What follows belongs to an exercise in optimizing a design on an open flow for small area and a short achievable clock period; a production flow would make more cautious choices. Where RTL was checked, it was by simulation tests only, not by an equivalence proof against the original. Function not checked in run 3: the RTL went through the layout flow alone. Power is estimated from default activity; no workload was simulated.

### config.mk
export PLATFORM = sky130hd
export DESIGN_NAME = RF_ALU
export DESIGN_NICKNAME = RF_ALU
export VERILOG_FILES = /design/flow/design.v
export SDC_FILE = /design/flow/constraint.sdc
export NUM_CORES = 8
export LEC_CHECK = 0
export CAP_MARGIN = 20
export CORE_MARGIN = 2
export CORE_UTILIZATION = 40
export CTS_CLUSTER_DIAMETER = 70
export CTS_CLUSTER_SIZE = 20
export SETUP_SLACK_MARGIN = 5
export SLEW_MARGIN = 20
export SYNTH_HIERARCHICAL = 1
### constraint.sdc
create_clock -name core_clock -period 9.0 [get_ports {clk}]
set_input_delay 1.8000 -clock core_clock [delete_from_list [all_inputs] [get_ports {clk}]]
set_output_delay 1.8000 -clock core_clock [all_outputs]
set_load 0.01 [all_outputs]
### design.v
module RF_ALU (input clk,
               input RegSet,
               input RegWrite,
               input [3:0] ALU_control,
               input [31:0] instr,
               input [31:0] Writedata,
               output reg [31:0] rd1,
               output reg [31:0] rd2,
               output [31:0] ALU_result,
               output Zero);
wire [4:0] rs1 = instr[19:15];
wire [4:0] rs2 = instr[24:20];
wire [4:0] rd  = instr[11:7];
reg        pend_v;
reg        pend_alu;
reg [4:0]  pend_rd;
reg [31:0] pend_wd;
reg [31:0] regs [1:31];
wire [31:0] wdata = pend_alu ? ALU_result : pend_wd;
wire [31:0] stale;         
assign stale[0] = 1'b0;
wire [32*32-1:0] rows;     
assign rows[31:0] = wdata;
genvar r, k;
generate
    for (r = 1; r < 32; r = r + 1) begin : row
        wire we   = pend_v && (pend_rd == r);
        wire hold = !we;
        wire [31:0] d;
        assign stale[r] = we;
        assign rows[32*r +: 32] = regs[r];
        for (k = 0; k < 32; k = k + 1) begin : bt
            g_ao22 wc (.a1(regs[r][k]), .a2(hold), .b1(wdata[k]), .b2(we), .y(d[k]));
        end
        always @(posedge clk) regs[r] <= d;
    end
endgenerate
wire pend_nz = pend_v && (pend_rd != 5'd0);
wire [31:0] sel1, sel2;
rf_dec dec1 (.rs(rs1), .stale(stale), .pv(pend_nz), .prd(pend_rd), .sel(sel1));
rf_dec dec2 (.rs(rs2), .stale(stale), .pv(pend_nz), .prd(pend_rd), .sel(sel2));
wire [31:0] a, b;
generate
    for (k = 0; k < 32; k = k + 1) begin : rdbit
        wire [31:0] col;
        for (r = 0; r < 32; r = r + 1) begin : c
            assign col[r] = rows[32*r + k];
        end
        rf_mux32 m1 (.sel(sel1), .d(col), .q(a[k]));
        rf_mux32 m2 (.sel(sel2), .d(col), .q(b[k]));
    end
endgenerate
wire op_and   = (ALU_control == 4'b0000);
wire op_or    = (ALU_control == 4'b0001);
wire op_sub   = (ALU_control == 4'b0110);
wire op_arith = (ALU_control == 4'b0010) || op_sub;
wire [31:0] aa, g0n, t0n;
generate
    for (k = 0; k < 32; k = k + 1) begin : pg
        g_xor2  x (.a(a[k]), .b(op_sub), .y(aa[k]));
        g_nand3 g (.a(aa[k]), .b(b[k]), .c(op_arith), .y(g0n[k]));
        g_nor2  t (.a(aa[k]), .b(b[k]), .y(t0n[k]));
    end
endgenerate
reg [31:0] alu_p;    
reg [31:0] alu_g;    
reg [31:2] alu_t;    
wire l1g_1;
wire l1g_2;
wire l1t_2;
wire l1g_3;
wire l1t_3;
wire l1g_4;
wire l1t_4;
wire l1g_5;
wire l1t_5;
wire l1g_6;
wire l1t_6;
wire l1g_7;
wire l1t_7;
wire l1g_8;
wire l1t_8;
wire l1g_9;
wire l1t_9;
wire l1g_10;
wire l1t_10;
wire l1g_11;
wire l1t_11;
wire l1g_12;
wire l1t_12;
wire l1g_13;
wire l1t_13;
wire l1g_14;
wire l1t_14;
wire l1g_15;
wire l1t_15;
wire l1g_16;
wire l1t_16;
wire l1g_17;
wire l1t_17;
wire l1g_18;
wire l1t_18;
wire l1g_19;
wire l1t_19;
wire l1g_20;
wire l1t_20;
wire l1g_21;
wire l1t_21;
wire l1g_22;
wire l1t_22;
wire l1g_23;
wire l1t_23;
wire l1g_24;
wire l1t_24;
wire l1g_25;
wire l1t_25;
wire l1g_26;
wire l1t_26;
wire l1g_27;
wire l1t_27;
wire l1g_28;
wire l1t_28;
wire l1g_29;
wire l1t_29;
wire l1g_30;
wire l1t_30;
wire l1g_31;
wire l1t_31;
wire n_alu_g_0;
wire l2g_2;
wire l2g_3;
wire l2g_4;
wire l2t_4;
wire l2g_5;
wire l2t_5;
wire l2g_6;
wire l2t_6;
wire l2g_7;
wire l2t_7;
wire l2g_8;
wire l2t_8;
wire l2g_9;
wire l2t_9;
wire l2g_10;
wire l2t_10;
wire l2g_11;
wire l2t_11;
wire l2g_12;
wire l2t_12;
wire l2g_13;
wire l2t_13;
wire l2g_14;
wire l2t_14;
wire l2g_15;
wire l2t_15;
wire l2g_16;
wire l2t_16;
wire l2g_17;
wire l2t_17;
wire l2g_18;
wire l2t_18;
wire l2g_19;
wire l2t_19;
wire l2g_20;
wire l2t_20;
wire l2g_21;
wire l2t_21;
wire l2g_22;
wire l2t_22;
wire l2g_23;
wire l2t_23;
wire l2g_24;
wire l2t_24;
wire l2g_25;
wire l2t_25;
wire l2g_26;
wire l2t_26;
wire l2g_27;
wire l2t_27;
wire l2g_28;
wire l2t_28;
wire l2g_29;
wire l2t_29;
wire l2g_30;
wire l2t_30;
wire l2g_31;
wire l2t_31;
wire l3g_4;
wire n_alu_g_1;
wire l3g_5;
wire l3g_6;
wire l3g_7;
wire l3g_8;
wire l3t_8;
wire l3g_9;
wire l3t_9;
wire l3g_10;
wire l3t_10;
wire l3g_11;
wire l3t_11;
wire l3g_12;
wire l3t_12;
wire l3g_13;
wire l3t_13;
wire l3g_14;
wire l3t_14;
wire l3g_15;
wire l3t_15;
wire l3g_16;
wire l3t_16;
wire l3g_17;
wire l3t_17;
wire l3g_18;
wire l3t_18;
wire l3g_19;
wire l3t_19;
wire l3g_20;
wire l3t_20;
wire l3g_21;
wire l3t_21;
wire l3g_22;
wire l3t_22;
wire l3g_23;
wire l3t_23;
wire l3g_24;
wire l3t_24;
wire l3g_25;
wire l3t_25;
wire l3g_26;
wire l3t_26;
wire l3g_27;
wire l3t_27;
wire l3g_28;
wire l3t_28;
wire l3g_29;
wire l3t_29;
wire l3g_30;
wire l3t_30;
wire l3g_31;
wire l3t_31;
wire l4g_8;
wire l4g_9;
wire n_l2g_2;
wire l4g_10;
wire n_l2g_3;
wire l4g_11;
wire l4g_12;
wire l4g_13;
wire l4g_14;
wire l4g_15;
wire l4g_16;
wire l4t_16;
wire l4g_17;
wire l4t_17;
wire l4g_18;
wire l4t_18;
wire l4g_19;
wire l4t_19;
wire l4g_20;
wire l4t_20;
wire l4g_21;
wire l4t_21;
wire l4g_22;
wire l4t_22;
wire l4g_23;
wire l4t_23;
wire l4g_24;
wire l4t_24;
wire l4g_25;
wire l4t_25;
wire l4g_26;
wire l4t_26;
wire l4g_27;
wire l4t_27;
wire l4g_28;
wire l4t_28;
wire l4g_29;
wire l4t_29;
wire l4g_30;
wire l4t_30;
wire l4g_31;
wire l4t_31;
wire l5g_16;
wire l5g_17;
wire l5g_18;
wire l5g_19;
wire n_l3g_4;
wire l5g_20;
wire n_l3g_5;
wire l5g_21;
wire n_l3g_6;
wire l5g_22;
wire n_l3g_7;
wire l5g_23;
wire l5g_24;
wire l5g_25;
wire l5g_26;
wire l5g_27;
wire l5g_28;
wire l5g_29;
wire l5g_30;
wire l5g_31;
g_oai21 p0g1 (.a1(t0n[1]), .a2(g0n[0]), .b1(g0n[1]), .y(l1g_1));
g_oai21 p0g2 (.a1(t0n[2]), .a2(g0n[1]), .b1(g0n[2]), .y(l1g_2));
g_nor2 p0t2 (.a(t0n[2]), .b(t0n[1]), .y(l1t_2));
g_oai21 p0g3 (.a1(t0n[3]), .a2(g0n[2]), .b1(g0n[3]), .y(l1g_3));
g_nor2 p0t3 (.a(t0n[3]), .b(t0n[2]), .y(l1t_3));
g_oai21 p0g4 (.a1(t0n[4]), .a2(g0n[3]), .b1(g0n[4]), .y(l1g_4));
g_nor2 p0t4 (.a(t0n[4]), .b(t0n[3]), .y(l1t_4));
g_oai21 p0g5 (.a1(t0n[5]), .a2(g0n[4]), .b1(g0n[5]), .y(l1g_5));
g_nor2 p0t5 (.a(t0n[5]), .b(t0n[4]), .y(l1t_5));
g_oai21 p0g6 (.a1(t0n[6]), .a2(g0n[5]), .b1(g0n[6]), .y(l1g_6));
g_nor2 p0t6 (.a(t0n[6]), .b(t0n[5]), .y(l1t_6));
g_oai21 p0g7 (.a1(t0n[7]), .a2(g0n[6]), .b1(g0n[7]), .y(l1g_7));
g_nor2 p0t7 (.a(t0n[7]), .b(t0n[6]), .y(l1t_7));
g_oai21 p0g8 (.a1(t0n[8]), .a2(g0n[7]), .b1(g0n[8]), .y(l1g_8));
g_nor2 p0t8 (.a(t0n[8]), .b(t0n[7]), .y(l1t_8));
g_oai21 p0g9 (.a1(t0n[9]), .a2(g0n[8]), .b1(g0n[9]), .y(l1g_9));
g_nor2 p0t9 (.a(t0n[9]), .b(t0n[8]), .y(l1t_9));
g_oai21 p0g10 (.a1(t0n[10]), .a2(g0n[9]), .b1(g0n[10]), .y(l1g_10));
g_nor2 p0t10 (.a(t0n[10]), .b(t0n[9]), .y(l1t_10));
g_oai21 p0g11 (.a1(t0n[11]), .a2(g0n[10]), .b1(g0n[11]), .y(l1g_11));
g_nor2 p0t11 (.a(t0n[11]), .b(t0n[10]), .y(l1t_11));
g_oai21 p0g12 (.a1(t0n[12]), .a2(g0n[11]), .b1(g0n[12]), .y(l1g_12));
g_nor2 p0t12 (.a(t0n[12]), .b(t0n[11]), .y(l1t_12));
g_oai21 p0g13 (.a1(t0n[13]), .a2(g0n[12]), .b1(g0n[13]), .y(l1g_13));
g_nor2 p0t13 (.a(t0n[13]), .b(t0n[12]), .y(l1t_13));
g_oai21 p0g14 (.a1(t0n[14]), .a2(g0n[13]), .b1(g0n[14]), .y(l1g_14));
g_nor2 p0t14 (.a(t0n[14]), .b(t0n[13]), .y(l1t_14));
g_oai21 p0g15 (.a1(t0n[15]), .a2(g0n[14]), .b1(g0n[15]), .y(l1g_15));
g_nor2 p0t15 (.a(t0n[15]), .b(t0n[14]), .y(l1t_15));
g_oai21 p0g16 (.a1(t0n[16]), .a2(g0n[15]), .b1(g0n[16]), .y(l1g_16));
g_nor2 p0t16 (.a(t0n[16]), .b(t0n[15]), .y(l1t_16));
g_oai21 p0g17 (.a1(t0n[17]), .a2(g0n[16]), .b1(g0n[17]), .y(l1g_17));
g_nor2 p0t17 (.a(t0n[17]), .b(t0n[16]), .y(l1t_17));
g_oai21 p0g18 (.a1(t0n[18]), .a2(g0n[17]), .b1(g0n[18]), .y(l1g_18));
g_nor2 p0t18 (.a(t0n[18]), .b(t0n[17]), .y(l1t_18));
g_oai21 p0g19 (.a1(t0n[19]), .a2(g0n[18]), .b1(g0n[19]), .y(l1g_19));
g_nor2 p0t19 (.a(t0n[19]), .b(t0n[18]), .y(l1t_19));
g_oai21 p0g20 (.a1(t0n[20]), .a2(g0n[19]), .b1(g0n[20]), .y(l1g_20));
g_nor2 p0t20 (.a(t0n[20]), .b(t0n[19]), .y(l1t_20));
g_oai21 p0g21 (.a1(t0n[21]), .a2(g0n[20]), .b1(g0n[21]), .y(l1g_21));
g_nor2 p0t21 (.a(t0n[21]), .b(t0n[20]), .y(l1t_21));
g_oai21 p0g22 (.a1(t0n[22]), .a2(g0n[21]), .b1(g0n[22]), .y(l1g_22));
g_nor2 p0t22 (.a(t0n[22]), .b(t0n[21]), .y(l1t_22));
g_oai21 p0g23 (.a1(t0n[23]), .a2(g0n[22]), .b1(g0n[23]), .y(l1g_23));
g_nor2 p0t23 (.a(t0n[23]), .b(t0n[22]), .y(l1t_23));
g_oai21 p0g24 (.a1(t0n[24]), .a2(g0n[23]), .b1(g0n[24]), .y(l1g_24));
g_nor2 p0t24 (.a(t0n[24]), .b(t0n[23]), .y(l1t_24));
g_oai21 p0g25 (.a1(t0n[25]), .a2(g0n[24]), .b1(g0n[25]), .y(l1g_25));
g_nor2 p0t25 (.a(t0n[25]), .b(t0n[24]), .y(l1t_25));
g_oai21 p0g26 (.a1(t0n[26]), .a2(g0n[25]), .b1(g0n[26]), .y(l1g_26));
g_nor2 p0t26 (.a(t0n[26]), .b(t0n[25]), .y(l1t_26));
g_oai21 p0g27 (.a1(t0n[27]), .a2(g0n[26]), .b1(g0n[27]), .y(l1g_27));
g_nor2 p0t27 (.a(t0n[27]), .b(t0n[26]), .y(l1t_27));
g_oai21 p0g28 (.a1(t0n[28]), .a2(g0n[27]), .b1(g0n[28]), .y(l1g_28));
g_nor2 p0t28 (.a(t0n[28]), .b(t0n[27]), .y(l1t_28));
g_oai21 p0g29 (.a1(t0n[29]), .a2(g0n[28]), .b1(g0n[29]), .y(l1g_29));
g_nor2 p0t29 (.a(t0n[29]), .b(t0n[28]), .y(l1t_29));
g_oai21 p0g30 (.a1(t0n[30]), .a2(g0n[29]), .b1(g0n[30]), .y(l1g_30));
g_nor2 p0t30 (.a(t0n[30]), .b(t0n[29]), .y(l1t_30));
g_oai21 p0g31 (.a1(t0n[31]), .a2(g0n[30]), .b1(g0n[31]), .y(l1g_31));
g_nor2 p0t31 (.a(t0n[31]), .b(t0n[30]), .y(l1t_31));
g_inv i_n_alu_g_0 (.a(alu_g[0]), .y(n_alu_g_0));
g_aoi21 p1g2 (.a1(alu_t[2]), .a2(n_alu_g_0), .b1(alu_g[2]), .y(l2g_2));
g_aoi21 p1g3 (.a1(alu_t[3]), .a2(alu_g[1]), .b1(alu_g[3]), .y(l2g_3));
g_aoi21 p1g4 (.a1(alu_t[4]), .a2(alu_g[2]), .b1(alu_g[4]), .y(l2g_4));
g_nand2 p1t4 (.a(alu_t[4]), .b(alu_t[2]), .y(l2t_4));
g_aoi21 p1g5 (.a1(alu_t[5]), .a2(alu_g[3]), .b1(alu_g[5]), .y(l2g_5));
g_nand2 p1t5 (.a(alu_t[5]), .b(alu_t[3]), .y(l2t_5));
g_aoi21 p1g6 (.a1(alu_t[6]), .a2(alu_g[4]), .b1(alu_g[6]), .y(l2g_6));
g_nand2 p1t6 (.a(alu_t[6]), .b(alu_t[4]), .y(l2t_6));
g_aoi21 p1g7 (.a1(alu_t[7]), .a2(alu_g[5]), .b1(alu_g[7]), .y(l2g_7));
g_nand2 p1t7 (.a(alu_t[7]), .b(alu_t[5]), .y(l2t_7));
g_aoi21 p1g8 (.a1(alu_t[8]), .a2(alu_g[6]), .b1(alu_g[8]), .y(l2g_8));
g_nand2 p1t8 (.a(alu_t[8]), .b(alu_t[6]), .y(l2t_8));
g_aoi21 p1g9 (.a1(alu_t[9]), .a2(alu_g[7]), .b1(alu_g[9]), .y(l2g_9));
g_nand2 p1t9 (.a(alu_t[9]), .b(alu_t[7]), .y(l2t_9));
g_aoi21 p1g10 (.a1(alu_t[10]), .a2(alu_g[8]), .b1(alu_g[10]), .y(l2g_10));
g_nand2 p1t10 (.a(alu_t[10]), .b(alu_t[8]), .y(l2t_10));
g_aoi21 p1g11 (.a1(alu_t[11]), .a2(alu_g[9]), .b1(alu_g[11]), .y(l2g_11));
g_nand2 p1t11 (.a(alu_t[11]), .b(alu_t[9]), .y(l2t_11));
g_aoi21 p1g12 (.a1(alu_t[12]), .a2(alu_g[10]), .b1(alu_g[12]), .y(l2g_12));
g_nand2 p1t12 (.a(alu_t[12]), .b(alu_t[10]), .y(l2t_12));
g_aoi21 p1g13 (.a1(alu_t[13]), .a2(alu_g[11]), .b1(alu_g[13]), .y(l2g_13));
g_nand2 p1t13 (.a(alu_t[13]), .b(alu_t[11]), .y(l2t_13));
g_aoi21 p1g14 (.a1(alu_t[14]), .a2(alu_g[12]), .b1(alu_g[14]), .y(l2g_14));
g_nand2 p1t14 (.a(alu_t[14]), .b(alu_t[12]), .y(l2t_14));
g_aoi21 p1g15 (.a1(alu_t[15]), .a2(alu_g[13]), .b1(alu_g[15]), .y(l2g_15));
g_nand2 p1t15 (.a(alu_t[15]), .b(alu_t[13]), .y(l2t_15));
g_aoi21 p1g16 (.a1(alu_t[16]), .a2(alu_g[14]), .b1(alu_g[16]), .y(l2g_16));
g_nand2 p1t16 (.a(alu_t[16]), .b(alu_t[14]), .y(l2t_16));
g_aoi21 p1g17 (.a1(alu_t[17]), .a2(alu_g[15]), .b1(alu_g[17]), .y(l2g_17));
g_nand2 p1t17 (.a(alu_t[17]), .b(alu_t[15]), .y(l2t_17));
g_aoi21 p1g18 (.a1(alu_t[18]), .a2(alu_g[16]), .b1(alu_g[18]), .y(l2g_18));
g_nand2 p1t18 (.a(alu_t[18]), .b(alu_t[16]), .y(l2t_18));
g_aoi21 p1g19 (.a1(alu_t[19]), .a2(alu_g[17]), .b1(alu_g[19]), .y(l2g_19));
g_nand2 p1t19 (.a(alu_t[19]), .b(alu_t[17]), .y(l2t_19));
g_aoi21 p1g20 (.a1(alu_t[20]), .a2(alu_g[18]), .b1(alu_g[20]), .y(l2g_20));
g_nand2 p1t20 (.a(alu_t[20]), .b(alu_t[18]), .y(l2t_20));
g_aoi21 p1g21 (.a1(alu_t[21]), .a2(alu_g[19]), .b1(alu_g[21]), .y(l2g_21));
g_nand2 p1t21 (.a(alu_t[21]), .b(alu_t[19]), .y(l2t_21));
g_aoi21 p1g22 (.a1(alu_t[22]), .a2(alu_g[20]), .b1(alu_g[22]), .y(l2g_22));
g_nand2 p1t22 (.a(alu_t[22]), .b(alu_t[20]), .y(l2t_22));
g_aoi21 p1g23 (.a1(alu_t[23]), .a2(alu_g[21]), .b1(alu_g[23]), .y(l2g_23));
g_nand2 p1t23 (.a(alu_t[23]), .b(alu_t[21]), .y(l2t_23));
g_aoi21 p1g24 (.a1(alu_t[24]), .a2(alu_g[22]), .b1(alu_g[24]), .y(l2g_24));
g_nand2 p1t24 (.a(alu_t[24]), .b(alu_t[22]), .y(l2t_24));
g_aoi21 p1g25 (.a1(alu_t[25]), .a2(alu_g[23]), .b1(alu_g[25]), .y(l2g_25));
g_nand2 p1t25 (.a(alu_t[25]), .b(alu_t[23]), .y(l2t_25));
g_aoi21 p1g26 (.a1(alu_t[26]), .a2(alu_g[24]), .b1(alu_g[26]), .y(l2g_26));
g_nand2 p1t26 (.a(alu_t[26]), .b(alu_t[24]), .y(l2t_26));
g_aoi21 p1g27 (.a1(alu_t[27]), .a2(alu_g[25]), .b1(alu_g[27]), .y(l2g_27));
g_nand2 p1t27 (.a(alu_t[27]), .b(alu_t[25]), .y(l2t_27));
g_aoi21 p1g28 (.a1(alu_t[28]), .a2(alu_g[26]), .b1(alu_g[28]), .y(l2g_28));
g_nand2 p1t28 (.a(alu_t[28]), .b(alu_t[26]), .y(l2t_28));
g_aoi21 p1g29 (.a1(alu_t[29]), .a2(alu_g[27]), .b1(alu_g[29]), .y(l2g_29));
g_nand2 p1t29 (.a(alu_t[29]), .b(alu_t[27]), .y(l2t_29));
g_aoi21 p1g30 (.a1(alu_t[30]), .a2(alu_g[28]), .b1(alu_g[30]), .y(l2g_30));
g_nand2 p1t30 (.a(alu_t[30]), .b(alu_t[28]), .y(l2t_30));
g_aoi21 p1g31 (.a1(alu_t[31]), .a2(alu_g[29]), .b1(alu_g[31]), .y(l2g_31));
g_nand2 p1t31 (.a(alu_t[31]), .b(alu_t[29]), .y(l2t_31));
g_oai21 p2g4 (.a1(l2t_4), .a2(alu_g[0]), .b1(l2g_4), .y(l3g_4));
g_inv i_n_alu_g_1 (.a(alu_g[1]), .y(n_alu_g_1));
g_oai21 p2g5 (.a1(l2t_5), .a2(n_alu_g_1), .b1(l2g_5), .y(l3g_5));
g_oai21 p2g6 (.a1(l2t_6), .a2(l2g_2), .b1(l2g_6), .y(l3g_6));
g_oai21 p2g7 (.a1(l2t_7), .a2(l2g_3), .b1(l2g_7), .y(l3g_7));
g_oai21 p2g8 (.a1(l2t_8), .a2(l2g_4), .b1(l2g_8), .y(l3g_8));
g_nor2 p2t8 (.a(l2t_8), .b(l2t_4), .y(l3t_8));
g_oai21 p2g9 (.a1(l2t_9), .a2(l2g_5), .b1(l2g_9), .y(l3g_9));
g_nor2 p2t9 (.a(l2t_9), .b(l2t_5), .y(l3t_9));
g_oai21 p2g10 (.a1(l2t_10), .a2(l2g_6), .b1(l2g_10), .y(l3g_10));
g_nor2 p2t10 (.a(l2t_10), .b(l2t_6), .y(l3t_10));
g_oai21 p2g11 (.a1(l2t_11), .a2(l2g_7), .b1(l2g_11), .y(l3g_11));
g_nor2 p2t11 (.a(l2t_11), .b(l2t_7), .y(l3t_11));
g_oai21 p2g12 (.a1(l2t_12), .a2(l2g_8), .b1(l2g_12), .y(l3g_12));
g_nor2 p2t12 (.a(l2t_12), .b(l2t_8), .y(l3t_12));
g_oai21 p2g13 (.a1(l2t_13), .a2(l2g_9), .b1(l2g_13), .y(l3g_13));
g_nor2 p2t13 (.a(l2t_13), .b(l2t_9), .y(l3t_13));
g_oai21 p2g14 (.a1(l2t_14), .a2(l2g_10), .b1(l2g_14), .y(l3g_14));
g_nor2 p2t14 (.a(l2t_14), .b(l2t_10), .y(l3t_14));
g_oai21 p2g15 (.a1(l2t_15), .a2(l2g_11), .b1(l2g_15), .y(l3g_15));
g_nor2 p2t15 (.a(l2t_15), .b(l2t_11), .y(l3t_15));
g_oai21 p2g16 (.a1(l2t_16), .a2(l2g_12), .b1(l2g_16), .y(l3g_16));
g_nor2 p2t16 (.a(l2t_16), .b(l2t_12), .y(l3t_16));
g_oai21 p2g17 (.a1(l2t_17), .a2(l2g_13), .b1(l2g_17), .y(l3g_17));
g_nor2 p2t17 (.a(l2t_17), .b(l2t_13), .y(l3t_17));
g_oai21 p2g18 (.a1(l2t_18), .a2(l2g_14), .b1(l2g_18), .y(l3g_18));
g_nor2 p2t18 (.a(l2t_18), .b(l2t_14), .y(l3t_18));
g_oai21 p2g19 (.a1(l2t_19), .a2(l2g_15), .b1(l2g_19), .y(l3g_19));
g_nor2 p2t19 (.a(l2t_19), .b(l2t_15), .y(l3t_19));
g_oai21 p2g20 (.a1(l2t_20), .a2(l2g_16), .b1(l2g_20), .y(l3g_20));
g_nor2 p2t20 (.a(l2t_20), .b(l2t_16), .y(l3t_20));
g_oai21 p2g21 (.a1(l2t_21), .a2(l2g_17), .b1(l2g_21), .y(l3g_21));
g_nor2 p2t21 (.a(l2t_21), .b(l2t_17), .y(l3t_21));
g_oai21 p2g22 (.a1(l2t_22), .a2(l2g_18), .b1(l2g_22), .y(l3g_22));
g_nor2 p2t22 (.a(l2t_22), .b(l2t_18), .y(l3t_22));
g_oai21 p2g23 (.a1(l2t_23), .a2(l2g_19), .b1(l2g_23), .y(l3g_23));
g_nor2 p2t23 (.a(l2t_23), .b(l2t_19), .y(l3t_23));
g_oai21 p2g24 (.a1(l2t_24), .a2(l2g_20), .b1(l2g_24), .y(l3g_24));
g_nor2 p2t24 (.a(l2t_24), .b(l2t_20), .y(l3t_24));
g_oai21 p2g25 (.a1(l2t_25), .a2(l2g_21), .b1(l2g_25), .y(l3g_25));
g_nor2 p2t25 (.a(l2t_25), .b(l2t_21), .y(l3t_25));
g_oai21 p2g26 (.a1(l2t_26), .a2(l2g_22), .b1(l2g_26), .y(l3g_26));
g_nor2 p2t26 (.a(l2t_26), .b(l2t_22), .y(l3t_26));
g_oai21 p2g27 (.a1(l2t_27), .a2(l2g_23), .b1(l2g_27), .y(l3g_27));
g_nor2 p2t27 (.a(l2t_27), .b(l2t_23), .y(l3t_27));
g_oai21 p2g28 (.a1(l2t_28), .a2(l2g_24), .b1(l2g_28), .y(l3g_28));
g_nor2 p2t28 (.a(l2t_28), .b(l2t_24), .y(l3t_28));
g_oai21 p2g29 (.a1(l2t_29), .a2(l2g_25), .b1(l2g_29), .y(l3g_29));
g_nor2 p2t29 (.a(l2t_29), .b(l2t_25), .y(l3t_29));
g_oai21 p2g30 (.a1(l2t_30), .a2(l2g_26), .b1(l2g_30), .y(l3g_30));
g_nor2 p2t30 (.a(l2t_30), .b(l2t_26), .y(l3t_30));
g_oai21 p2g31 (.a1(l2t_31), .a2(l2g_27), .b1(l2g_31), .y(l3g_31));
g_nor2 p2t31 (.a(l2t_31), .b(l2t_27), .y(l3t_31));
g_aoi21 p3g8 (.a1(l3t_8), .a2(n_alu_g_0), .b1(l3g_8), .y(l4g_8));
g_aoi21 p3g9 (.a1(l3t_9), .a2(alu_g[1]), .b1(l3g_9), .y(l4g_9));
g_inv i_n_l2g_2 (.a(l2g_2), .y(n_l2g_2));
g_aoi21 p3g10 (.a1(l3t_10), .a2(n_l2g_2), .b1(l3g_10), .y(l4g_10));
g_inv i_n_l2g_3 (.a(l2g_3), .y(n_l2g_3));
g_aoi21 p3g11 (.a1(l3t_11), .a2(n_l2g_3), .b1(l3g_11), .y(l4g_11));
g_aoi21 p3g12 (.a1(l3t_12), .a2(l3g_4), .b1(l3g_12), .y(l4g_12));
g_aoi21 p3g13 (.a1(l3t_13), .a2(l3g_5), .b1(l3g_13), .y(l4g_13));
g_aoi21 p3g14 (.a1(l3t_14), .a2(l3g_6), .b1(l3g_14), .y(l4g_14));
g_aoi21 p3g15 (.a1(l3t_15), .a2(l3g_7), .b1(l3g_15), .y(l4g_15));
g_aoi21 p3g16 (.a1(l3t_16), .a2(l3g_8), .b1(l3g_16), .y(l4g_16));
g_nand2 p3t16 (.a(l3t_16), .b(l3t_8), .y(l4t_16));
g_aoi21 p3g17 (.a1(l3t_17), .a2(l3g_9), .b1(l3g_17), .y(l4g_17));
g_nand2 p3t17 (.a(l3t_17), .b(l3t_9), .y(l4t_17));
g_aoi21 p3g18 (.a1(l3t_18), .a2(l3g_10), .b1(l3g_18), .y(l4g_18));
g_nand2 p3t18 (.a(l3t_18), .b(l3t_10), .y(l4t_18));
g_aoi21 p3g19 (.a1(l3t_19), .a2(l3g_11), .b1(l3g_19), .y(l4g_19));
g_nand2 p3t19 (.a(l3t_19), .b(l3t_11), .y(l4t_19));
g_aoi21 p3g20 (.a1(l3t_20), .a2(l3g_12), .b1(l3g_20), .y(l4g_20));
g_nand2 p3t20 (.a(l3t_20), .b(l3t_12), .y(l4t_20));
g_aoi21 p3g21 (.a1(l3t_21), .a2(l3g_13), .b1(l3g_21), .y(l4g_21));
g_nand2 p3t21 (.a(l3t_21), .b(l3t_13), .y(l4t_21));
g_aoi21 p3g22 (.a1(l3t_22), .a2(l3g_14), .b1(l3g_22), .y(l4g_22));
g_nand2 p3t22 (.a(l3t_22), .b(l3t_14), .y(l4t_22));
g_aoi21 p3g23 (.a1(l3t_23), .a2(l3g_15), .b1(l3g_23), .y(l4g_23));
g_nand2 p3t23 (.a(l3t_23), .b(l3t_15), .y(l4t_23));
g_aoi21 p3g24 (.a1(l3t_24), .a2(l3g_16), .b1(l3g_24), .y(l4g_24));
g_nand2 p3t24 (.a(l3t_24), .b(l3t_16), .y(l4t_24));
g_aoi21 p3g25 (.a1(l3t_25), .a2(l3g_17), .b1(l3g_25), .y(l4g_25));
g_nand2 p3t25 (.a(l3t_25), .b(l3t_17), .y(l4t_25));
g_aoi21 p3g26 (.a1(l3t_26), .a2(l3g_18), .b1(l3g_26), .y(l4g_26));
g_nand2 p3t26 (.a(l3t_26), .b(l3t_18), .y(l4t_26));
g_aoi21 p3g27 (.a1(l3t_27), .a2(l3g_19), .b1(l3g_27), .y(l4g_27));
g_nand2 p3t27 (.a(l3t_27), .b(l3t_19), .y(l4t_27));
g_aoi21 p3g28 (.a1(l3t_28), .a2(l3g_20), .b1(l3g_28), .y(l4g_28));
g_nand2 p3t28 (.a(l3t_28), .b(l3t_20), .y(l4t_28));
g_aoi21 p3g29 (.a1(l3t_29), .a2(l3g_21), .b1(l3g_29), .y(l4g_29));
g_nand2 p3t29 (.a(l3t_29), .b(l3t_21), .y(l4t_29));
g_aoi21 p3g30 (.a1(l3t_30), .a2(l3g_22), .b1(l3g_30), .y(l4g_30));
g_nand2 p3t30 (.a(l3t_30), .b(l3t_22), .y(l4t_30));
g_aoi21 p3g31 (.a1(l3t_31), .a2(l3g_23), .b1(l3g_31), .y(l4g_31));
g_nand2 p3t31 (.a(l3t_31), .b(l3t_23), .y(l4t_31));
g_oai21 p4g16 (.a1(l4t_16), .a2(alu_g[0]), .b1(l4g_16), .y(l5g_16));
g_oai21 p4g17 (.a1(l4t_17), .a2(n_alu_g_1), .b1(l4g_17), .y(l5g_17));
g_oai21 p4g18 (.a1(l4t_18), .a2(l2g_2), .b1(l4g_18), .y(l5g_18));
g_oai21 p4g19 (.a1(l4t_19), .a2(l2g_3), .b1(l4g_19), .y(l5g_19));
g_inv i_n_l3g_4 (.a(l3g_4), .y(n_l3g_4));
g_oai21 p4g20 (.a1(l4t_20), .a2(n_l3g_4), .b1(l4g_20), .y(l5g_20));
g_inv i_n_l3g_5 (.a(l3g_5), .y(n_l3g_5));
g_oai21 p4g21 (.a1(l4t_21), .a2(n_l3g_5), .b1(l4g_21), .y(l5g_21));
g_inv i_n_l3g_6 (.a(l3g_6), .y(n_l3g_6));
g_oai21 p4g22 (.a1(l4t_22), .a2(n_l3g_6), .b1(l4g_22), .y(l5g_22));
g_inv i_n_l3g_7 (.a(l3g_7), .y(n_l3g_7));
g_oai21 p4g23 (.a1(l4t_23), .a2(n_l3g_7), .b1(l4g_23), .y(l5g_23));
g_oai21 p4g24 (.a1(l4t_24), .a2(l4g_8), .b1(l4g_24), .y(l5g_24));
g_oai21 p4g25 (.a1(l4t_25), .a2(l4g_9), .b1(l4g_25), .y(l5g_25));
g_oai21 p4g26 (.a1(l4t_26), .a2(l4g_10), .b1(l4g_26), .y(l5g_26));
g_oai21 p4g27 (.a1(l4t_27), .a2(l4g_11), .b1(l4g_27), .y(l5g_27));
g_oai21 p4g28 (.a1(l4t_28), .a2(l4g_12), .b1(l4g_28), .y(l5g_28));
g_oai21 p4g29 (.a1(l4t_29), .a2(l4g_13), .b1(l4g_29), .y(l5g_29));
g_oai21 p4g30 (.a1(l4t_30), .a2(l4g_14), .b1(l4g_30), .y(l5g_30));
g_oai21 p4g31 (.a1(l4t_31), .a2(l4g_15), .b1(l4g_31), .y(l5g_31));
reg [1:0] nzq;
g_nor2 zr (.a(nzq[0]), .b(nzq[1]), .y(Zero));
wire [31:0] ab_x;
wire [15:0] ab_o1;
wire [7:0] ab_o2;
wire [3:0] ab_o3;
wire ne_lo, ne_hi;
generate
    for (k = 0; k < 32; k = k + 1) begin : zx
        g_xor2 x (.a(a[k]), .b(b[k]), .y(ab_x[k]));
    end
    for (k = 0; k < 16; k = k + 1) begin : z1
        g_nor2 o (.a(ab_x[2*k]), .b(ab_x[2*k+1]), .y(ab_o1[k]));
    end
    for (k = 0; k < 8; k = k + 1) begin : z2
        g_nand2 o (.a(ab_o1[2*k]), .b(ab_o1[2*k+1]), .y(ab_o2[k]));
    end
    for (k = 0; k < 4; k = k + 1) begin : z3
        g_nor2 o (.a(ab_o2[2*k]), .b(ab_o2[2*k+1]), .y(ab_o3[k]));
    end
endgenerate
g_nand2 z4l (.a(ab_o3[0]), .b(ab_o3[1]), .y(ne_lo));
g_nand2 z4h (.a(ab_o3[2]), .b(ab_o3[3]), .y(ne_hi));
assign ALU_result[0] = alu_p[0];
g_xnor2 s1 (.a(alu_p[1]), .b(alu_g[0]), .y(ALU_result[1]));
g_xor2 s2 (.a(alu_p[2]), .b(alu_g[1]), .y(ALU_result[2]));
g_xnor2 s3 (.a(alu_p[3]), .b(l2g_2), .y(ALU_result[3]));
g_xnor2 s4 (.a(alu_p[4]), .b(l2g_3), .y(ALU_result[4]));
g_xor2 s5 (.a(alu_p[5]), .b(l3g_4), .y(ALU_result[5]));
g_xor2 s6 (.a(alu_p[6]), .b(l3g_5), .y(ALU_result[6]));
g_xor2 s7 (.a(alu_p[7]), .b(l3g_6), .y(ALU_result[7]));
g_xor2 s8 (.a(alu_p[8]), .b(l3g_7), .y(ALU_result[8]));
g_xnor2 s9 (.a(alu_p[9]), .b(l4g_8), .y(ALU_result[9]));
g_xnor2 s10 (.a(alu_p[10]), .b(l4g_9), .y(ALU_result[10]));
g_xnor2 s11 (.a(alu_p[11]), .b(l4g_10), .y(ALU_result[11]));
g_xnor2 s12 (.a(alu_p[12]), .b(l4g_11), .y(ALU_result[12]));
g_xnor2 s13 (.a(alu_p[13]), .b(l4g_12), .y(ALU_result[13]));
g_xnor2 s14 (.a(alu_p[14]), .b(l4g_13), .y(ALU_result[14]));
g_xnor2 s15 (.a(alu_p[15]), .b(l4g_14), .y(ALU_result[15]));
g_xnor2 s16 (.a(alu_p[16]), .b(l4g_15), .y(ALU_result[16]));
g_xor2 s17 (.a(alu_p[17]), .b(l5g_16), .y(ALU_result[17]));
g_xor2 s18 (.a(alu_p[18]), .b(l5g_17), .y(ALU_result[18]));
g_xor2 s19 (.a(alu_p[19]), .b(l5g_18), .y(ALU_result[19]));
g_xor2 s20 (.a(alu_p[20]), .b(l5g_19), .y(ALU_result[20]));
g_xor2 s21 (.a(alu_p[21]), .b(l5g_20), .y(ALU_result[21]));
g_xor2 s22 (.a(alu_p[22]), .b(l5g_21), .y(ALU_result[22]));
g_xor2 s23 (.a(alu_p[23]), .b(l5g_22), .y(ALU_result[23]));
g_xor2 s24 (.a(alu_p[24]), .b(l5g_23), .y(ALU_result[24]));
g_xor2 s25 (.a(alu_p[25]), .b(l5g_24), .y(ALU_result[25]));
g_xor2 s26 (.a(alu_p[26]), .b(l5g_25), .y(ALU_result[26]));
g_xor2 s27 (.a(alu_p[27]), .b(l5g_26), .y(ALU_result[27]));
g_xor2 s28 (.a(alu_p[28]), .b(l5g_27), .y(ALU_result[28]));
g_xor2 s29 (.a(alu_p[29]), .b(l5g_28), .y(ALU_result[29]));
g_xor2 s30 (.a(alu_p[30]), .b(l5g_29), .y(ALU_result[30]));
g_xor2 s31 (.a(alu_p[31]), .b(l5g_30), .y(ALU_result[31]));
always @(posedge clk) begin
    rd1 <= a;
    rd2 <= b;
    nzq <= {ne_hi, ne_lo};
    alu_p <= op_arith ? (a ^ b) : op_and ? (a & b) : op_or ? (a | b) : ALU_result;
    alu_g[0] <= g0n[0];
    alu_g[1] <= l1g_1;
    alu_g[2] <= l1g_2;
    alu_g[3] <= l1g_3;
    alu_g[4] <= l1g_4;
    alu_g[5] <= l1g_5;
    alu_g[6] <= l1g_6;
    alu_g[7] <= l1g_7;
    alu_g[8] <= l1g_8;
    alu_g[9] <= l1g_9;
    alu_g[10] <= l1g_10;
    alu_g[11] <= l1g_11;
    alu_g[12] <= l1g_12;
    alu_g[13] <= l1g_13;
    alu_g[14] <= l1g_14;
    alu_g[15] <= l1g_15;
    alu_g[16] <= l1g_16;
    alu_g[17] <= l1g_17;
    alu_g[18] <= l1g_18;
    alu_g[19] <= l1g_19;
    alu_g[20] <= l1g_20;
    alu_g[21] <= l1g_21;
    alu_g[22] <= l1g_22;
    alu_g[23] <= l1g_23;
    alu_g[24] <= l1g_24;
    alu_g[25] <= l1g_25;
    alu_g[26] <= l1g_26;
    alu_g[27] <= l1g_27;
    alu_g[28] <= l1g_28;
    alu_g[29] <= l1g_29;
    alu_g[30] <= l1g_30;
    alu_g[31] <= l1g_31;
    alu_t[2] <= l1t_2;
    alu_t[3] <= l1t_3;
    alu_t[4] <= l1t_4;
    alu_t[5] <= l1t_5;
    alu_t[6] <= l1t_6;
    alu_t[7] <= l1t_7;
    alu_t[8] <= l1t_8;
    alu_t[9] <= l1t_9;
    alu_t[10] <= l1t_10;
    alu_t[11] <= l1t_11;
    alu_t[12] <= l1t_12;
    alu_t[13] <= l1t_13;
    alu_t[14] <= l1t_14;
    alu_t[15] <= l1t_15;
    alu_t[16] <= l1t_16;
    alu_t[17] <= l1t_17;
    alu_t[18] <= l1t_18;
    alu_t[19] <= l1t_19;
    alu_t[20] <= l1t_20;
    alu_t[21] <= l1t_21;
    alu_t[22] <= l1t_22;
    alu_t[23] <= l1t_23;
    alu_t[24] <= l1t_24;
    alu_t[25] <= l1t_25;
    alu_t[26] <= l1t_26;
    alu_t[27] <= l1t_27;
    alu_t[28] <= l1t_28;
    alu_t[29] <= l1t_29;
    alu_t[30] <= l1t_30;
    alu_t[31] <= l1t_31;
    pend_v   <= (RegWrite || RegSet) && (rd != 5'd0);
    pend_alu <= RegWrite;
    pend_rd  <= rd;
    pend_wd  <= Writedata;
end
endmodule
module rf_dec (input [4:0] rs, input [31:0] stale, input pv, input [4:0] prd,
               output [31:0] sel);
wire [4:0] rn;
wire [3:0] lo_n;
wire [7:0] hi_n;
wire [4:0] x;
wire e0, e1;
genvar j;
generate
    for (j = 0; j < 5; j = j + 1) begin : iv
        g_inv i (.a(rs[j]), .y(rn[j]));
        g_xnor2 c (.a(rs[j]), .b(prd[j]), .y(x[j]));
    end
    for (j = 0; j < 4; j = j + 1) begin : lo
        g_nand2 n (.a(j & 1 ? rs[0] : rn[0]), .b(j & 2 ? rs[1] : rn[1]), .y(lo_n[j]));
    end
    for (j = 0; j < 8; j = j + 1) begin : hi
        g_nand3 n (.a(j & 1 ? rs[2] : rn[2]), .b(j & 2 ? rs[3] : rn[3]),
                   .c(j & 4 ? rs[4] : rn[4]), .y(hi_n[j]));
    end
    for (j = 1; j < 32; j = j + 1) begin : s
        g_nor3 n (.a(lo_n[j % 4]), .b(hi_n[j / 4]), .c(stale[j]), .y(sel[j]));
    end
endgenerate
g_nand3 c0 (.a(x[0]), .b(x[1]), .c(x[2]), .y(e0));
g_nand3 c1 (.a(x[3]), .b(x[4]), .c(pv), .y(e1));
g_nor2 c2 (.a(e0), .b(e1), .y(sel[0]));
endmodule
module rf_mux32 (input [31:0] sel, input [31:0] d, output q);
wire [3:0] u;
wire [1:0] v;
genvar j;
generate
    for (j = 0; j < 4; j = j + 1) begin : l1
        rf_mux8 x (.sel(sel[8*j +: 8]), .d(d[8*j +: 8]), .y(u[j]));
    end
endgenerate
g_nor2 v0 (.a(u[0]), .b(u[1]), .y(v[0]));
g_nor2 v1 (.a(u[2]), .b(u[3]), .y(v[1]));
g_nand2 o (.a(v[0]), .b(v[1]), .y(q));
endmodule
module rf_mux8 (input [7:0] sel, input [7:0] d, output y);
assign y = |(sel & d);
endmodule
module g_ao22 (input a1, input a2, input b1, input b2, output y);
assign y = (a1 & a2) | (b1 & b2);
endmodule
module g_aoi21 (input a1, input a2, input b1, output y);
assign y = ~((a1 & a2) | b1);
endmodule
module g_oai21 (input a1, input a2, input b1, output y);
assign y = ~((a1 | a2) & b1);
endmodule
module g_nand4 (input a, input b, input c, input d, output y);
assign y = ~(a & b & c & d);
endmodule
module g_nand3 (input a, input b, input c, output y);
assign y = ~(a & b & c);
endmodule
module g_nor3 (input a, input b, input c, output y);
assign y = ~(a | b | c);
endmodule
module g_nand2 (input a, input b, output y);
assign y = ~(a & b);
endmodule
module g_nor2 (input a, input b, output y);
assign y = ~(a | b);
endmodule
module g_xor2 (input a, input b, output y);
assign y = a ^ b;
endmodule
module g_inv (input a, output y);
assign y = ~a;
endmodule
module g_xnor2 (input a, input b, output y);
assign y = ~(a ^ b);
endmodule
### run.sh
#!/bin/bash
# synth_recipe.tcl (not shown) runs the flow's synth.tcl, then flattens the netlist and writes it again
# the make line also repeats each setting of config.mk as NAME=value (left out here)
make -C /OpenROAD-flow-scripts/flow DESIGN_CONFIG=/design/flow/config.mk WORK_HOME=/design/flow/orfs CLKGATE_MAP_FILE= SYNTH_SCRIPT=/design/flow/synth_recipe.tcl finish
==> flow_metrics.py, run 1 <==
metrics = {
    "worst_setup_path": {
        "cp-startpoint": "instr[18]",
        "cp_cell_sequence": "buf_2 > clkinvlp_4 > nand3_4 > nor3_4 > buf_12 > buf_4 > a22oi_1 > nand4_1 > nor2_2 > nand2_2 > xor2_1 > nand3_1 > o21ai_1",
        "crit_slowest_cell": "nor2_2",
        "slowest_delay_ns": 0.36,
        "cp.required_ns": 9.62,
        "r2r-start": "pend_rd[1]",
        "path_max_fanout": 16,
        "end_kind": "flip-flop",
        "cp-start-kind": "primary input",
        "cp.arrival_ns": 4.71,
        "path_class": "primary input to flip-flop",
    },
    "placed_design": {
        "dp_cells": 6532,
        "dpl_cell_area_mm2": 0.05427,
        "dpl.hpwl_um": 128800,
        "gp_congestion": 0.9303,
        "portBuffers": 150,
    },
    "sta": {
        "tightest_slew_ns": 1.123,
        "period_needed_ns": 4.089,
        "rsz0062_at_grt": "true",
        "slew_headroom": 0.2511,
        "fin_crit_sh": 0.4543,
        "fmaxAchievable_mhz": 244.6,
        "hold_violations": 0,
        "setup_viol": 0,
        "maxSlewViolCount": 0,
        "skew_ns": 0.03276,
        "fin_tns_setup_ns": 0,
    },
    "run_status": {
        "status": "complete, no violations",
    },
    "power_and_ir_drop": {
        "peakVddDrop_mv": 0.1872,
        "combPwrFrac": 0.252,
        "pwr-share-clk": 0.249,
        "power_frac_seq": 0.500,
        "swShare": 0.3391,
        "p_per_area_mw_per_mm2": 268.8,
        "p_int_mw": 10.56,
        "leakage_nw": 22.02,
        "switching_power_mw": 5.416,
    },
    "cts": {
        "clockRootBuffer": "clkbuf_16",
        "insertion_delay_ns": 0.72,
        "clk_pin_slew_ns": 0.07,
        "cts_buffer_depth": 3,
        "clock_sinks": 1189,
        "cts_max_level": 3,
        "cts_tree": "built",
        "cts_made_buffers": 82,
    },
    "detailed_routing": {
        "dr_wl_met2_um": 96660,
        "routed-via-count": 47920,
        "drcViolationCount": 0,
        "top_layer_used": "met5",
        "wl_met1_um": 88510,
        "wl_met3_um": 30390,
        "drt_iter0_markers": 7533,
        "drtAntennaViolNets": 0,
        "viasPerCell": 7.094,
        "wl_um": 227200,
        "routedWlPerCell_um": 33.64,
        "drtPass1Iterations": 9,
    },
    "global_routing": {
        "track_usage": 0.3443,
        "grt_max_degree": 75,
        "grt_pass1_vias": 45360,
        "overflow": 0,
        "grt_pass1_wl_um": 320000,
        "antenna_found_initial": 3,
    },
    "synthesis": {
        "netlist_instances": 4629,
        "avgSynthCellArea_um2": 10.54,
        "syn_nets": 4764,
        "ys_warn_count": 9,
        "synthesis.area_mm2": 0.04878,
    },
    "die": {
        "die_h_um": 353.2,
        "core_area_mm2": 0.1214,
        "die_area_mm2": 0.1248,
        "rows": 128,
        "start_util": 0.4018,
        "num_io_pins": 168,
        "die_x_um": 353.2,
    },
    "layout": {
        "drive_above_1_share": 0.1759,
        "n_fill_cell": 11280,
        "area_growth_pct": 21.82,
        "fin_nets": 5219,
        "fin_util": 0.4895,
        "finalNonFillerCells": 6754,
        "fin_area_mm2": 0.05942,
    },
    "worst_hold_path": {
        "hold_path_class": "flip-flop to flip-flop",
        "hold_start": "regs[13][2]",
    },
    "run": {
        "maxCapViolCount": 0,
    },
}
-- layout make-up --
class / instances / area (µm²) / area share
sequential: 1189 / 23880 / 0.4019
multi-input combinational: 3322 / 26640 / 0.4483
clock inverter: 37 / 420.4 / 0.007075
timing repair buffer: 402 / 3900 / 0.06563
inverter: 87 / 366.6 / 0.006169
antenna: 1 / 2.502 / 0.00004211
clock buffer: 91 / 2180 / 0.03668
tap: 1625 / 2033 / 0.03422
-- routing by layer --
layer  vias up  GRT usage
met5         -          0
met4         2     0.1645
met3       806     0.1092
met2      3693     0.5105
met1     23540     0.4529
li1      19870          -
-- registers in the layout, summed over array words and instances (netlist names), 5 cells and up --
name and flops:
alu_t 29, pend_rd 5, alu_p 32, rd2 32, pend_wd 32, alu_g 31
rd1 32, regs 992
-- power by group through the flow --
stage	sequential, mW	clock (mW)	combinational (mW)
finish	7.99	3.97	4.02
global route	8.15	4.18	4.23
CTS	7.89	3.98	3.83
detailed placement	7.96	0	3.74
global placement	7.91	0	3.67
floorplan	7.75	0	2.38
-- layout by cell type (no fill, tap or decap), types with 15 or more instances in the layout --
master / count
nand2_2: 69
ha_1: 64
nor2_1: 212
nor3_4: 63
o21ai_4: 17
buf_12: 24
mux2_2: 28
dfxtp_2: 25
nand2_4: 15
buf_6: 43
xor2_1: 66
a21oi_2: 34
a21oi_4: 18
clkdlybuf4s50_1: 111
o21ai_1: 41
nand2_1: 99
nand3_1: 37
clkbuf_16: 88
o41ai_1: 21
buf_2: 19
buf_8: 15
dfxtp_1: 1153
nand4_1: 257
inv_1: 70
buf_4: 166
nor2_2: 53
a22o_1: 993
nor2_4: 68
and3_1: 31
a22oi_1: 1024
-- critical path: cells and delay by family --
family,cells,cell delay (ns)
AO/OA/AOI/OAI,2,0.45
XOR/XNOR,1,0.27
AND/OR/NAND/NOR,6,1.28
buffers and inverters,4,0.90
-- final timing paths --
path,slack [ns],cells past startpoint,to
worst max register to register,4.97,13,alu_g[12]
worst max-delay path,4.91,13,alu_g[9]
worst min register to register,0.51,1,regs[13][2]
worst min-delay path,0.51,1,regs[13][2]
-- repair_timing --
item	in CTS	in global routing
hold buffers	0	0
pin swaps	71	56
setup endpoints to repair	188	117
cloned	0	3
gates resized for setup	418	177
buffers inserted	67	23
-- per-stage QoR --
step / hold WS, ns / worst slack (ns) / total power, mW
2_1_floorplan: 0.4784 / 4.684 / 10.13
3_3_place_gp: 0.4887 / 2.806 / 11.58
3_5_place_dp: 0.4947 / 2.797 / 11.70
4_1_cts: 0.5143 / 4.820 / 15.71
5_1_grt: 0.5263 / 4.852 / 16.56
6_report: 0.5141 / 4.911 / 15.97
==> run 2: changes to the inputs <==
--- a/config.mk
+++ b/config.mk
@@ -10,4 +10,4 @@
 export CORE_UTILIZATION = 40
-export CTS_CLUSTER_DIAMETER = 70
-export CTS_CLUSTER_SIZE = 20
+export CTS_CLUSTER_DIAMETER = 80
+export CTS_CLUSTER_SIZE = 24
 export SETUP_SLACK_MARGIN = 5
==> flow_metrics.py, run 2 <==
metrics = {
    "run_status": {
        "status": "complete, no violations",
    },
    "layout": {
        "antenna_cells": 0,
        "final_cell_mix": "1152 x dfxtp_1, 1024 x a22oi_1, 993 x a22o_1",
        "fin_area_mm2": 0.05831,
        "n_fill_cell": 11360,
        "fin_nets": 5177,
        "largest_register_ffs": 992,
        "area_growth_pct": 19.54,
        "top_register": "regs",
        "final_common_cell": "dfxtp_1",
        "drive_above_1_share": 0.1652,
    },
    "sta": {
        "slew_headroom": 0.2672,
        "maxSlewViolCount": 0,
        "tightest_slew_ns": 1.099,
        "fin_crit_sh": 0.4506,
        "rsz0062_at_grt": "true",
        "hold_violations": 0,
        "fmaxAchievable_mhz": 246.6,
        "fin_tns_setup_ns": 0,
        "skew_ns": 0.04208,
        "setup_viol": 0,
        "period_needed_ns": 4.056,
    },
    "global_routing": {
        "grt_max_degree": 75,
        "grt_pass1_vias": 45070,
        "overflow": 0,
        "grt_pass1_wl_um": 317400,
        "antenna_found_initial": 2,
        "track_usage": 0.3406,
    },
    "worst_hold_path": {
        "hold_path_class": "flip-flop to flip-flop",
        "hold_start": "regs[7][14]",
    },
    "cts": {
        "cts_buffer_depth": 3,
        "cts_max_level": 2,
        "cts_made_buffers": 59,
        "clock_sinks": 1189,
        "clk_pin_slew_ns": 0.10,
        "cts_hold_buf": 0,
        "insertion_delay_ns": 0.73,
        "clockRootBuffer": "clkbuf_16",
        "cts_tree": "built",
    },
    "power_and_ir_drop": {
        "p_per_area_mw_per_mm2": 258.5,
        "leakage_nw": 21.43,
        "peakVddDrop_mv": 0.1850,
    },
    "die": {
        "die_h_um": 353.2,
        "die_x_um": 353.2,
        "die_area_mm2": 0.1248,
        "core_area_mm2": 0.1214,
        "rows": 128,
        "start_util": 0.4018,
        "num_io_pins": 168,
    },
    "worst_setup_path": {
        "cp-startpoint": "alu_g[0]",
        "path_max_fanout": 4,
        "path_class": "flip-flop to output pin",
        "end_kind": "output pin",
        "crit_slowest_cell": "xnor2_1",
        "cp_cell_sequence": "inv_4 > a21oi_4 > buf_4 > buf_4 > xnor2_1 > dlygate4sd2_1",
        "cp-start-kind": "flip-flop",
        "cp.required_ns": 7.20,
        "r2r-start": "pend_rd[0]",
        "cpMostUsedCell": "buf_4",
        "slowest_delay_ns": 0.40,
        "cp.arrival_ns": 2.26,
    },
    "detailed_routing": {
        "drtAntennaViolNets": 0,
        "drt_iter0_markers": 7003,
        "viasPerCell": 7.113,
        "drtPass1Iterations": 7,
        "routed-via-count": 47520,
        "wl_um": 224400,
        "routedWlPerCell_um": 33.59,
        "drcViolationCount": 0,
    },
    "synthesis": {
        "netlist_instances": 4629,
        "ys_warn_count": 9,
        "synthesis.area_mm2": 0.04878,
        "avgSynthCellArea_um2": 10.54,
        "syn_nets": 4764,
    },
    "placed_design": {
        "portBuffers": 150,
        "dpl_cell_area_mm2": 0.05427,
        "dpl.hpwl_um": 128800,
        "gp_congestion": 0.9303,
    },
    "run": {
        "maxCapViolCount": 0,
    },
}
run 2: changes by cell type in the layout (fill, tap and decap cells not counted), moves of 4 or more:
cell and change:
clkbuf_16 -27, inv_6 -10, nor2_1 -4, buf_4 -12, inv_8 -5, buf_12 -6, clkinv_2 -4, nor2_4 +7
run 2: routing by layer:
metal,part of all wire,routed length (µm),track usage,vias to the layer above
li1,-,-,-,19760
met1,0.39,88280,0.4475,23500
met4,0.045,9990,0.1580,0
met5,0,0,0,-
met3,0.13,29940,0.1068,705
met2,0.43,96190,0.5086,3548
run 2: final timing paths:
path	end	slack, ns	cells past startpoint
min	regs[7][14]	0.52	1
max	ALU_result[3]	4.94	6
max reg2reg	alu_p[0]	5.05	14
min reg2reg	regs[7][14]	0.52	1
run 2: cell type report:
type                            instances  area [µm²]  share of cell area
Clock inverter                         10       136.4            0.002339
Inverter                               87       366.6            0.006287
Sequential cell                      1189       23880              0.4096
Tap cell                             1625        2033             0.03487
Clock buffer                           64        1538             0.02637
Timing Repair Buffer                  383        3645             0.06251
Multi-Input combinational cell       3322       26710              0.4580
run 2: critical path, delay by kind of cell (launching register included):
family / cells / cell delay [ns]
buf+inv: 4 / 0.67
xor+xnor: 1 / 0.40
flops: 1 / 0.39
compound gates: 1 / 0.08
run 2: what timing repair did:
action / in CTS / in global routing
gates resized for setup: 424 / 173
setup buffers: 60 / 14
endpoints found under the hold margin: 0 / 0
pin swaps: 75 / 44
endpoints found under the setup margin: 189 / 113
gates cloned: 0 / 0
run 2: power by group:
part / leakage [nW] / total (mW) / internal, mW / switching (mW)
registers: 9.91 / 7.98 / 6.79 / 1.19
clock network: 0.817 / 3.10 / 1.24 / 1.85
logic: 10.7 / 4.00 / 1.87 / 2.13
run 2: metrics by stage:
stage	utilization	std cells	setup WS [ns]	hold WS (ns)	power [mW]
6_report	0.4803	6680	4.944	0.5186	15.07
5_1_grt	0.4803	6680	4.914	0.5317	15.65
4_1_cts	0.4747	6666	4.866	0.5183	14.83
3_5_place_dp	0.4470	6532	2.797	0.4947	11.70
3_3_place_gp	0.4470	6532	2.806	0.4887	11.58
2_1_floorplan	-	4629	4.684	0.4784	10.13
==> run 3: changes to the inputs <==
--- a/design.v
+++ b/design.v
@@ -667,3 +667,2 @@
                output [31:0] sel);
-wire [4:0] rn;
 wire [3:0] lo_n;
@@ -675,3 +674,2 @@
     for (j = 0; j < 5; j = j + 1) begin : iv
-        g_inv i (.a(rs[j]), .y(rn[j]));
         g_xnor2 c (.a(rs[j]), .b(prd[j]), .y(x[j]));
@@ -679,7 +677,6 @@
     for (j = 0; j < 4; j = j + 1) begin : lo
-        g_nand2 n (.a(j & 1 ? rs[0] : rn[0]), .b(j & 2 ? rs[1] : rn[1]), .y(lo_n[j]));
+        g_ndec2 #(.V(j)) n (.x(rs[1:0]), .y(lo_n[j]));
     end
     for (j = 0; j < 8; j = j + 1) begin : hi
-        g_nand3 n (.a(j & 1 ? rs[2] : rn[2]), .b(j & 2 ? rs[3] : rn[3]),
-                   .c(j & 4 ? rs[4] : rn[4]), .y(hi_n[j]));
+        g_ndec3 #(.V(j)) n (.x(rs[4:2]), .y(hi_n[j]));
     end
@@ -693,2 +690,8 @@
 endmodule
+module g_ndec2 #(parameter V = 0) (input [1:0] x, output y);
+assign y = ~(x == V);
+endmodule
+module g_ndec3 #(parameter V = 0) (input [2:0] x, output y);
+assign y = ~(x == V);
+endmodule
 module rf_mux32 (input [31:0] sel, input [31:0] d, output q);
==> flow_metrics.py, run 3 <==
metrics = {
    "global_routing": {
        "antenna_found_initial": 3,
        "overflow": 0,
        "grt_pass1_wl_um": 311600,
        "track_usage": 0.3370,
        "grt_max_degree": 82,
        "grt_pass1_vias": 43330,
    },
    "sta": {
        "rsz0062_at_grt": "true",
        "skew_ns": 0.02768,
        "period_needed_ns": 4.063,
        "hold_violations": 0,
        "maxSlewViolCount": 0,
        "setup_viol": 0,
        "slew_headroom": 0.2407,
        "tightest_slew_ns": 1.139,
        "fmaxAchievable_mhz": 246.1,
        "fin_tns_setup_ns": 0,
        "fin_crit_sh": 0.4514,
    },
    "power_and_ir_drop": {
        "peakVddDrop_mv": 0.1825,
        "total_power_mw": 15.21,
        "p_per_area_mw_per_mm2": 260.2,
        "leakage_nw": 21.56,
    },
    "layout": {
        "final_cell_mix": "1156 x dfxtp_1, 1024 x a22oi_1, 993 x a22o_1",
        "final_common_cell": "dfxtp_1",
        "area_growth_pct": 19.75,
        "fin_nets": 5199,
        "drive_above_1_share": 0.1878,
        "n_fill_cell": 11360,
        "largest_register_ffs": 992,
        "top_register": "regs",
    },
    "die": {
        "core_area_mm2": 0.1214,
        "num_io_pins": 168,
        "start_util": 0.4020,
        "die_h_um": 353.3,
        "die_x_um": 353.3,
        "die_area_mm2": 0.1248,
        "rows": 128,
    },
    "worst_hold_path": {
        "hold_end": "regs[13][30]",
        "hold_start": "regs[13][30]",
        "holdPathStages": 1,
        "hold_path_class": "flip-flop to flip-flop",
    },
    "cts": {
        "cts_hold_buf": 0,
        "clockRootBuffer": "clkbuf_16",
        "cts_buffer_depth": 3,
        "cts_made_buffers": 58,
        "clock_sinks": 1189,
        "cts_tree": "built",
        "cts_max_level": 2,
        "insertion_delay_ns": 0.72,
        "clk_pin_slew_ns": 0.10,
    },
    "synthesis": {
        "avgSynthCellArea_um2": 10.56,
        "syn_nets": 4754,
        "synthesis.area_mm2": 0.04880,
        "netlist_instances": 4619,
        "ys_warn_count": 9,
    },
    "worst_setup_path": {
        "cp-start-kind": "flip-flop",
        "end_kind": "flip-flop",
        "r2r-start": "pend_rd[0]",
        "path_max_fanout": 25,
        "cp.arrival_ns": 4.66,
        "ff2ff_path_depth": 13,
        "rrSetupSlack_ns": 4.94,
        "reg2reg_to": "alu_g[27]",
        "cp.required_ns": 9.60,
        "path_class": "flip-flop to flip-flop",
    },
    "detailed_routing": {
        "drtAntennaViolNets": 0,
        "wl_um": 222300,
        "drcViolationCount": 0,
        "routed-via-count": 46630,
        "viasPerCell": 6.954,
        "drt_iter0_markers": 6910,
        "routedWlPerCell_um": 33.15,
        "drtPass1Iterations": 7,
    },
    "run": {
        "maxCapViolCount": 0,
    },
    "placed_design": {
        "gp_congestion": 1.013,
        "dpl.hpwl_um": 127300,
        "portBuffers": 150,
    },
    "run_status": {
        "status": "complete, no violations",
    },
}
-- run 3: routing by layer --
layer	vias to the layer above	GRT usage	wire length, µm
met2	3152	0.4772	91710
li1	19770	-	-
met4	6	0.2335	17020
met1	23090	0.4261	84650
met3	607	0.1174	28570
met5	-	0.01736	322
-- run 3: how the worst max path moves through the flow --
stage	startpoint	endpoint	slack, ns	cells past startpoint
final	pend_rd[0]	alu_g[27]	4.94	13
after global routing	alu_g[0]	ALU_result[31]	4.89	8
after CTS	alu_g[6]	ALU_result[29]	4.89	6
after detailed placement	instr[21]	nzq[1]	2.64	13
after global placement	instr[21]	nzq[1]	2.63	13
after floorplan	instr[23]	alu_p[0]	4.51	9
-- run 3: critical path, cell delays in order (launching register included) --
cell	delay [ns]
dfxtp_4	0.48
nor2b_1	0.29
nand3_2	0.25
nor2_4	0.33
buf_6	0.30
nor3_4	0.09
buf_4	0.27
a22oi_1	0.25
nand4_1	0.42
nor2_4	0.41
nand2_2	0.21
xor2_1	0.20
nor2_1	0.27
o21ai_1	0.12
-- run 3: report_power, final --
part / switching (mW) / internal, mW
registers: 1.18 / 6.79
clock network: 1.84 / 1.28
logic: 2.25 / 1.87
-- run 3: timing repair --
action,4_1_cts,5_1_grt
endpoints found under the setup margin,187,120
pin swaps,77,53
cloned,2,0
resized for setup,447,128
buffers inserted,100,18
-- run 3: final cells by class --
type | count | area, µm² | area share
Sequential cell | 1189 | 23880 | 0.4086
Inverter | 77 | 291.5 | 0.004989
Multi-Input combinational cell | 3324 | 26770 | 0.4581
Antenna cell | 1 | 2.502 | 0.00004283
Clock buffer | 64 | 1525 | 0.02610
Tap cell | 1625 | 2033 | 0.03480
Clock inverter | 11 | 155.1 | 0.002655
Timing Repair Buffer | 414 | 3782 | 0.06473
-- run 3: per-stage QoR --
| stage | instances | utilization | instance area (µm²) | hold WS, ns | worst slack [ns] |
|---|---|---|---|---|---|
| after floorplan | 4619 | - | 49100 | 0.4784 | 4.507 |
| after global placement | 6507 | 0.4463 | 54170 | 0.4888 | 2.626 |
| after detailed placement | 6509 | 0.4465 | 54200 | 0.4954 | 2.645 |
| after CTS | 6686 | 0.4769 | 57900 | 0.5178 | 4.886 |
| after global routing | 6704 | 0.4813 | 58430 | 0.5289 | 4.887 |
| final | 6705 | 0.4813 | 58430 | 0.5192 | 4.937 |

port drivers added, routing unchanged:
No port has a modelled driver above. Below, the same layouts with a new extraction and two added sets of constraints.
Step 1 assumes that a clkbuf_16 drives the clock port and a buf_2 every other input.
Step 2 adds t to the input delays and takes it off the output delays; t is the mean of the earliest and latest rising clock arrival at the registers after step 1. Input paths then give back, and output paths get back, about the clock's delay inside the block.
a / b / c = ideal ports / drivers / drivers and shift; a / b = the first two.
run | t, ns | slack for setup (ns) | hold WS [ns]
run 1 | 0.784 | 4.911 / 4.846 / 4.158 | 0.514 / 0.514 / 0.514
run 2 | 0.784 | 4.944 / 4.872 / 4.245 | 0.519 / 0.519 / 0.519
run 3 | 0.780 | 4.937 / 4.868 / 4.216 | 0.519 / 0.519 / 0.519
After both steps setup and hold are still met in every run listed. For run 1, which loses most, drivers alone change the setup slack by -0.065 ns; drivers and shift together by -0.753 ns.
